This design comes from an exercise in tuning for small area on the open sky130 flow, not from production work. The RTL was checked by simulation tests, not by an equivalence proof against the original design. Power figures rest on the tool's default switching activity, not on a simulated workload.

==> build 93 <==
// System
module System
(
    input logic clk, rst,
    input logic mode,  
    input logic[1:0] stage,  
    input logic on_off,  
    input logic detect,  
    input logic compile,  
    input logic run,  
    input logic[3:0] row,
    output logic[3:0] col,
    input logic A_ENC, B_ENC,
    input logic btn, swt,
    input logic led_in,
    input logic sda_in,  
    output logic sda_out, sda_oe,  
    output logic sclk_c, led_en,
    output logic sclk_o, mosi, cs,
    output logic vcc_en, pmod_en, dc, res,
    output logic R, G, B,
    output logic[7:0] AN, C,
    output logic[2:0] mem_addr
);
make LEC_CHECK=0 CAP_MARGIN=20 CORE_MARGIN=2 CORE_UTILIZATION=40 SLEW_MARGIN=20 finish   # period 20.0 ns
run.sh (not shown) runs the stock make flow with config.mk's settings and CLKGATE_MAP_FILE= SYNTH_SCRIPT=/design/flow/synth_recipe.tcl, a recipe that flattens the netlist after the stock synthesis.
==> build 20 (differences from build 93) <==
--- a/flow/design.v
+++ b/flow/design.v
@@ -31,28 +31,28 @@
 endmodule
 module Memory
 (
     input logic clk, rst,
     input logic WE_bar,
     input logic[2:0] Address,
-    input logic[18:0] DataIn,
-    output logic[18:0] DataOut
+    input logic[16:0] DataIn,
+    output logic[16:0] DataOut
 );
 function automatic logic[7:0] reset_byte(input logic[2:0] a);
     case(a)
         3'd2: reset_byte = 8'hF0;
         3'd3: reset_byte = 8'h0F;
         3'd4: reset_byte = 8'h0F;
         default: reset_byte = 8'h00;
     endcase
 endfunction
-logic[7:0][18:0] mem;
+logic[7:0][16:0] mem;
 always_ff @(posedge clk) begin
     for(int a = 0; a < 8; a++) begin
         if(rst)
-            mem[a] <= {3'b100, 8'h00, reset_byte(a[2:0])};
+            mem[a] <= {2'b00, 3'b100, 4'h0, reset_byte(a[2:0])};
         else if(!WE_bar && Address == a[2:0])
             mem[a] <= DataIn;
     end
 end
 assign DataOut = mem[Address];
 endmodule
@@ -76,47 +76,52 @@
 module Pedge
 (
     input logic clk, rst,
     input logic signal,
     output logic pedge
 );
-logic busy;
+logic busy, term;
 logic[13:0] ctr;
+assign term = (ctr == 14'h1E4A);
+always_ff @(posedge clk) begin
+    if(rst || !busy || term)
+        ctr <= 14'h3FFF;
+    else
+        ctr <= {ctr[12:0], ^(ctr & 14'h3802)};
+end
 always_ff @(posedge clk) begin
     if(rst) begin
         pedge <= 1'b0;
         busy <= 1'b0;
-        ctr <= 14'd0;
     end else if(pedge) begin
         pedge <= 1'b0;
         busy <= 1'b1;
     end else if(busy) begin
-        if(ctr == 14'd9999) begin
+        if(term)
             busy <= 1'b0;
-            ctr <= 14'd0;
-        end else
-            ctr <= ctr + 1'b1;
     end else if(signal)
         pedge <= 1'b1;
 end
 endmodule
 module PWM
 (
     input logic clk, rst,
     output logic pulse
 );
 logic[15:0] ctr;
+logic end_high;
+assign end_high = pulse && ctr == 16'hC261;
 always_ff @(posedge clk) begin
     if(rst) begin
         pulse <= 1'b1;
-        ctr <= 16'd0;
-    end else if(pulse ? (ctr == 16'h0FFE) : (ctr == 16'hFFFE)) begin
-        pulse <= ~pulse;
-        ctr <= 16'd0;
-    end else
-        ctr <= ctr + 1'b1;
+        ctr <= 16'hFFFF;
+    end else begin
+        if(end_high || (!pulse && ctr == 16'h7FFF))
+            pulse <= ~pulse;
+        ctr <= end_high ? 16'hFFFF : {ctr[14:0], ^(ctr & 16'hD008)};
+    end
 end
 endmodule
 module SPI
 (
     input logic clk, rst,
     input logic start, stop,
@@ -234,13 +239,12 @@
     output logic sda_out, sda_oe,
     output logic sclk,
     output logic[7:0] rData,
     output logic rdy,
     output logic ack
 );
-localparam T_LOW = 200, T_HIGH = 100, T_SAMPLE = 80;
 typedef enum logic[2:0] {S_IDLE, S_WAIT, WRITE0, WRITE1, READ0, READ1, P_WAIT, BUS_FREE} state_t;
 state_t state;
 logic[1:0] sel_sclk;
 logic pulse;
 always_comb begin
     case(sel_sclk)
@@ -250,34 +254,32 @@
     endcase
 end
 logic[7:0] ctr;
 logic passed;
 always_comb begin
     case(state)
-        S_WAIT, P_WAIT: passed = (ctr == 8'd79);
-        BUS_FREE: passed = (ctr == 8'd130);
+        S_WAIT, P_WAIT: passed = (ctr == 8'h56);
+        BUS_FREE: passed = (ctr == 8'h1B);
         default: passed = 1'b0;
     endcase
 end
-logic t_low_sample, t_high_sample;
-assign t_low_sample = !pulse && ctr == T_SAMPLE;
-assign t_high_sample = pulse && ctr == 8'd80;
+logic t_low_sample, t_high_sample, half_end;
+assign t_low_sample = !pulse && ctr == 8'hAD;
+assign t_high_sample = pulse && ctr == 8'hAD;
+assign half_end = pulse ? (ctr == 8'h87) : (ctr == 8'hFA);
 always_ff @(posedge clk) begin : gen_wav
-    if(rst) begin
+    if(rst)
         pulse <= 1'b0;
-        ctr <= 0;
-    end else if(sel_sclk == 2'd1) begin
-        if(pulse ? (ctr == T_HIGH - 1) : (ctr == T_LOW - 1)) begin
-            ctr <= 0;
-            pulse <= ~pulse;
-        end else
-            ctr <= ctr + 1'b1;
-    end else if((state == S_WAIT || state == P_WAIT || state == BUS_FREE) && !passed)
-        ctr <= ctr + 1'b1;
+    else if(sel_sclk == 2'd1 && half_end)
+        pulse <= ~pulse;
+end
+always_ff @(posedge clk) begin
+    if(rst || (sel_sclk == 2'd1 ? half_end : !((state == S_WAIT || state == P_WAIT || state == BUS_FREE) && !passed)))
+        ctr <= 8'hFF;
     else
-        ctr <= 0;
+        ctr <= {ctr[6:0], ^(ctr & 8'hB8)};
 end
 logic pWrite;
 PosEdge posedge_write(.clk(clk), .rst(rst), .signal(write), .pedge(pWrite));
 logic pRead;
 PosEdge posedge_read(.clk(clk), .rst(rst), .signal(read), .pedge(pRead));
 logic is_out;
@@ -435,31 +437,36 @@
 logic rdy, rcvd_ack;
 logic S, P, write, read;
 logic[2:0] widx;  
 I2C prtcl(.clk(clk), .rst(rst), .S(S), .write(write), .read(read), .wData(send_data(widx)), .rData(rData), .P(P), .sclk(sclk), .sda_in(sda_in), .sda_out(sda_out), .sda_oe(sda_oe), .rdy(rdy), .ack(rcvd_ack));
 logic[9:0] tctr;
 logic passed_10ms;
-assign passed_10ms = (tctr == 10'd1000);
+assign passed_10ms = (tctr == 10'h29B);
 always_ff @(posedge clk) begin
-    if(rst)
-        tctr <= 10'd0;
-    else if((state == S3 || state == S7) && !passed_10ms)
-        tctr <= tctr + 1'b1;
+    if(!rst && (state == S3 || state == S7) && !passed_10ms)
+        tctr <= {tctr[8:0], ^(tctr & 10'h240)};
     else
-        tctr <= 10'd0;
+        tctr <= 10'h3FF;
 end
 logic pDetect;
 Pedge peDetect(.clk(clk), .rst(rst), .signal(detect), .pedge(pDetect));
 logic[7:2][7:0] buffer;
 logic[15:0] red, green, blue;
 assign red = {buffer[3], buffer[2]};
 assign green = {buffer[5], buffer[4]};
 assign blue = {buffer[7], buffer[6]};
-assign rgb[2] = red > blue && red > green;
-assign rgb[1] = green > blue && green > red;
-assign rgb[0] = blue > red && blue > green;
+logic rg, rb, gb, erg, erb, egb;
+assign rg = red > green;
+assign rb = red > blue;
+assign gb = green > blue;
+assign erg = red == green;
+assign erb = red == blue;
+assign egb = green == blue;
+assign rgb[2] = rb && rg;
+assign rgb[1] = gb && !rg && !erg;
+assign rgb[0] = !rb && !erb && !gb && !egb;
 logic pulse;
 PWM wav_gen(.clk(clk), .rst(rst), .pulse(pulse));
 assign R = rgb[2] & pulse;
 assign G = rgb[1] & pulse;
 assign B = rgb[0] & pulse;
 logic err;
@@ -643,13 +650,13 @@
 end
 endmodule
 module IDisplay
 (
     input logic clk, rst,
     input logic on_off, exec,
-    input logic[18:0] IR,  
+    input logic[16:0] IR,  
     input logic osel,      
     output logic rdy,
     output logic sclk, mosi, cs,
     output logic vcc_en, pmod_en, dc, res
 );
 typedef enum logic[4:0] {IDLE, ON0, ON1, ON2, ON3, ON4, ON5, ON6, ON7, ON8, ON9, GFX0, GFX1, GFX2, DELAY0, DELAY1, DELAY2, DELAY3, DELAY4, DELAY5, OFF0, OFF1, OFF2} state_t;
@@ -704,13 +711,13 @@
         6'd44: data_to_send = 8'hAF;
         default: data_to_send = 8'h00;
     endcase
 endfunction
 logic[2:0] cls;
 logic[15:0] d;
-assign cls = IR[18:16];
+assign cls = IR[16] ? 3'b001 : IR[14:12];
 assign d = IR[15:0];
 logic[3:0] nBytes;
 always_comb begin
     case(cls)
         3'b000: nBytes = 4'd8;
         3'b001: nBytes = 4'd7;
@@ -751,26 +758,24 @@
 logic[7:0] data;
 SPI protocol(.clk(clk), .rst(rst), .sclk(sclk), .mosi(mosi), .cs(cs), .start(start), .stop(stop), .write(write), .data(data), .done(done));
 logic[15:0] tctr;
 logic passed;
 always_comb begin
     case(state)
-        ON1, ON7: passed = (tctr == 16'd2499);
-        ON2: passed = (tctr == 16'd399);
-        ON9: passed = (tctr == 16'd9999);
-        OFF2: passed = (tctr == 16'd39999);
+        ON1, ON7: passed = (tctr == 16'hD578);  
+        ON2: passed = (tctr == 16'h8F64);       
+        ON9: passed = (tctr == 16'h87B1);       
+        OFF2: passed = (tctr == 16'h5448);      
         default: passed = 1'b0;
     endcase
 end
 always_ff @(posedge clk) begin
-    if(rst)
-        tctr <= 16'd0;
-    else if((state == ON1 || state == ON2 || state == ON7 || state == ON9 || state == OFF2) && !passed)
-        tctr <= tctr + 1'b1;
+    if(!rst && (state == ON1 || state == ON2 || state == ON7 || state == ON9 || state == OFF2) && !passed)
+        tctr <= {tctr[14:0], ^(tctr & 16'hD008)};
     else
-        tctr <= 16'd0;
+        tctr <= 16'hFFFF;
 end
 assign dc = 1'b0;
 always_ff @(posedge clk) begin
     if(rst) begin
         {i, j} <= 2'b0;
         rdy <= 1'b0;
@@ -949,35 +954,35 @@
 logic scan;
 logic[1:0] c;
 always_comb begin
     scan = 1'b1;
     c = 2'd0;
     case(ctr)
-        9'd108: c = 2'd0;
-        9'd208: c = 2'd1;
-        9'd308: c = 2'd2;
-        9'd408: c = 2'd3;
+        9'h0B8: c = 2'd0;  
+        9'h14F: c = 2'd1;  
+        9'h0EB: c = 2'd2;  
+        9'h12E: c = 2'd3;  
         default: scan = 1'b0;
     endcase
 end
 always_ff @(posedge clk) begin
     if(rst) begin
-        ctr <= 9'd0;
+        ctr <= 9'h1FF;
         grp <= 4'b0;
         col <= 4'b0;
         key <= 4'b0;
         ff <= 2'b0;
     end else begin
         ff[0] <= |grp;
         ff[1] <= ff[0];
-        ctr <= (ctr == 9'd408) ? 9'd0 : ctr + 1'b1;
+        ctr <= (ctr == 9'h12E) ? 9'h1FF : {ctr[7:0], ^(ctr & 9'h110)};
         case(ctr)
-            9'd100: col <= 4'b0111;
-            9'd200: col <= 4'b1011;
-            9'd300: col <= 4'b1101;
-            9'd400: col <= 4'b1110;
+            9'h0DA: col <= 4'b0111;  
+            9'h02B: col <= 4'b1011;  
+            9'h058: col <= 4'b1101;  
+            9'h0AF: col <= 4'b1110;  
             default: ;
         endcase
         if(scan) begin
             grp[c] <= hit;
             if(hit) key <= keymap(c, r);
         end
@@ -1055,19 +1060,19 @@
     input logic clk, rst,
     output logic[2:0] idx
 );
 logic[6:0] ctr;
 always_ff @(posedge clk) begin
     if(rst) begin
-        ctr <= 7'd0;
+        ctr <= 7'h7F;
         idx <= 3'd0;
-    end else if(ctr == 7'd100) begin
+    end else if(ctr == 7'h69) begin
         idx <= idx + 1'b1;
-        ctr <= 7'd0;
+        ctr <= 7'h7F;
     end else
-        ctr <= ctr + 1'b1;
+        ctr <= {ctr[5:0], ^(ctr & 7'h60)};
 end
 endmodule
 module ISegmentDisplay
 (
     input logic[3:0] val,
     output logic[7:0] C
@@ -1155,39 +1160,42 @@
     input logic clk, rst,
     input logic compile,
     input logic[31:0] DataIn,
     input logic[2:0] color,  
     output logic WE_bar, done,
     output logic[2:0] Addr,
-    output logic[18:0] DataOut
+    output logic[16:0] DataOut
 );
 logic pCompile;
 Pedge peCompile(.clk(clk), .rst(rst), .signal(compile), .pedge(pCompile));
 logic[2:0] cls_in;
 always_comb begin
     case(DataIn[31:28])
         4'd0: cls_in = 3'b000;
         4'd1: cls_in = 3'b100;
         4'd2: cls_in = 3'b010;
         4'd3: cls_in = 3'b011;
         4'd4: cls_in = 3'b110;
         4'd5: cls_in = 3'b111;
-        4'd6: cls_in = 3'b001;
+        4'd6: cls_in = 3'b001;  
         default: cls_in = 3'b101;
     endcase
 end
 typedef enum logic[2:0] {IDLE, S0, S1, S2, S3, S4} state_t;
 state_t state;
 logic[3:0] i;
 always_ff @(posedge clk) begin
     if(rst)
-        DataOut <= {3'b100, 16'h0};
-    else if(state == S1)
-        DataOut <= {cls_in, DataIn[27:24], (cls_in == 3'b001) ? DataIn[23:12] : DataIn[11:0]};
-    else if(state == S4 && DataOut[18] && (DataOut[17] || !DataOut[16]))
-        DataOut <= {1'b0, DataOut[17:12], {4{color[2]}}, {4{color[1]}}, {4{color[0]}}};
+        DataOut <= {1'b0, 1'b0, 3'b100, 12'h0};
+    else if(state == S1) begin
+        if(DataIn[31:28] == 4'd6)
+            DataOut <= {1'b1, DataIn[27:12]};
+        else
+            DataOut <= {1'b0, DataIn[27], cls_in, DataIn[11:0]};
+    end else if(state == S4 && !DataOut[16] && DataOut[14] && (DataOut[13] || !DataOut[12]))
+        DataOut <= {DataOut[16:15], 1'b0, DataOut[13:12], {4{color[2]}}, {4{color[1]}}, {4{color[0]}}};
 end
 always_ff @(posedge clk) begin
     if(rst) begin
         Addr <= 0;
         WE_bar <= 1'b1;
         done <= 1'b0;
@@ -1228,26 +1236,26 @@
 end
 endmodule
 module ExecModule
 (
     input logic clk, rst,
     input logic rdy_oled, rdy_compiler, run,
-    input logic[18:0] DataIn,
+    input logic[16:0] DataIn,
     output logic draw,
     output logic[2:0] Addr,
-    output logic[18:0] IR,
+    output logic[16:0] IR,
     output logic osel
 );
 logic pRun;
 Pedge peRun(.clk(clk), .rst(rst), .signal(run), .pedge(pRun));
 typedef enum logic[2:0] {IDLE, S0, S1, S2, S3, S4} state_t;
 state_t state;
 logic sel_oIR;
 always_ff @(posedge clk) begin
     if(rst) begin
-        IR <= {3'b100, 16'h0};
+        IR <= {2'b00, 3'b100, 12'h0};
         Addr <= 0;
         sel_oIR <= 1'b0;
         osel <= 1'b0;
         draw <= 1'b0;
         state <= IDLE;
     end else begin
@@ -1317,17 +1325,17 @@
 logic[31:0] entrdCommand;
 logic[31:0] DataOut;
 logic[2:0] Addr_RF;
 logic[2:0] rgb;
 logic WE_bar_1, cmpl_done, compl;
 logic[2:0] IS_RF_Addr;
-logic[18:0] cmpldCommand;
-logic[18:0] exeCommand;
+logic[16:0] cmpldCommand;
+logic[16:0] exeCommand;
 logic[2:0] Addr_IS;
 logic oled_draw, oled_rdy, oled_sel;
-logic[18:0] oled_IR;
+logic[16:0] oled_IR;
 logic exe;
 logic[2:0] IS_Addr;
 assign mem_addr = (stage == 0 || stage == 1) ? Addr_RF : Addr_IS;
 assign Addr_RF = (stage == 0) ? RF_Addr : (stage == 1) ? IS_RF_Addr : 3'd0;
 assign Addr_IS = (stage == 1) ? IS_RF_Addr : (stage == 2) ? IS_Addr : 3'd0;
 assign compl = (stage == 1) ? compile : 1'b0;
==> qor summary <==
item	build 20	build 93
Pin count of the biggest net entering global routing	202	150
FF+latch count	799	819
Total design power	0.00375 W	0.00372 W
Register bit count reported by yosys	799	819
Core Footprint	94900 um2	100000 um2
Standard-cell row count	113	116
Non-filler instance count after layout	6149	6534
Outcome	complete, no violations	complete, no violations
Multi-input logic portion of the cell area	47.9%	49.4%
WL met1	54700 um	55900 um
Synth Area in Adders	4.14%	4.14%
Fmax achieved	0.0744 GHz	0.0732 GHz
Final routed wire length divided by cell count	19.5 um	19.2 um
Hold path endpoint	PmodCOLOR.peDetect.pedge	PmodCOLOR.prtcl.pHello.ff[1]
HPWL Detailed	79300 um	82600 um
Final-layout clock buffer total	119	125
Post-synthesis share of cell area spent on xor and xnor gates	1.14%	3.01%
Number of instances on the worst hold path	1	2
Final Hold Slack	0.417 ns	0.419 ns
Design area	42800 um2	44700 um2
Worst slew margin	24.0%	19.6%
Final core area utilization	45.1%	44.6%
Die height	313 um	322 um
Fill cells	9386	10000
Dpl cells	5989	6369
Fraction of layout instances using a drive strength above 1	7.21%	5.75%

port drivers added, routing unchanged:
Ports are ideal in the flow. The routed layouts listed here were re-timed in OpenROAD.
Step 1 (the two cells are an assumption about what drives the block):
set clk [get_ports {clk}]
set_driving_cell -lib_cell sky130_fd_sc_hd__clkbuf_16 $clk
set_driving_cell -lib_cell sky130_fd_sc_hd__buf_2 [delete_from_list [all_inputs] $clk]
Step 2 also shifts input and output timing later by t, the mid clock arrival at the registers, as if the neighbouring blocks saw the same clock.
a / b / c = ideal ports / drivers / drivers and shift; a / b = the first two.
run | shift t [ns] | setup WS [ns] | hold slack, ns | worst setup path at the end | cell pins on the clock port's net
build 93 | 0.730 | 6.332 / 6.272 / 6.272 | 0.419 / 0.419 / 0.419 | input to output | 1
build 20 | 0.728 | 6.553 / 6.513 / 6.513 | 0.417 / 0.417 / 0.417 | input to output | 1
After both steps setup and hold are still met in every run listed. For build 93, which loses most, drivers alone change the setup slack by -0.060 ns; drivers and shift together by -0.060 ns.
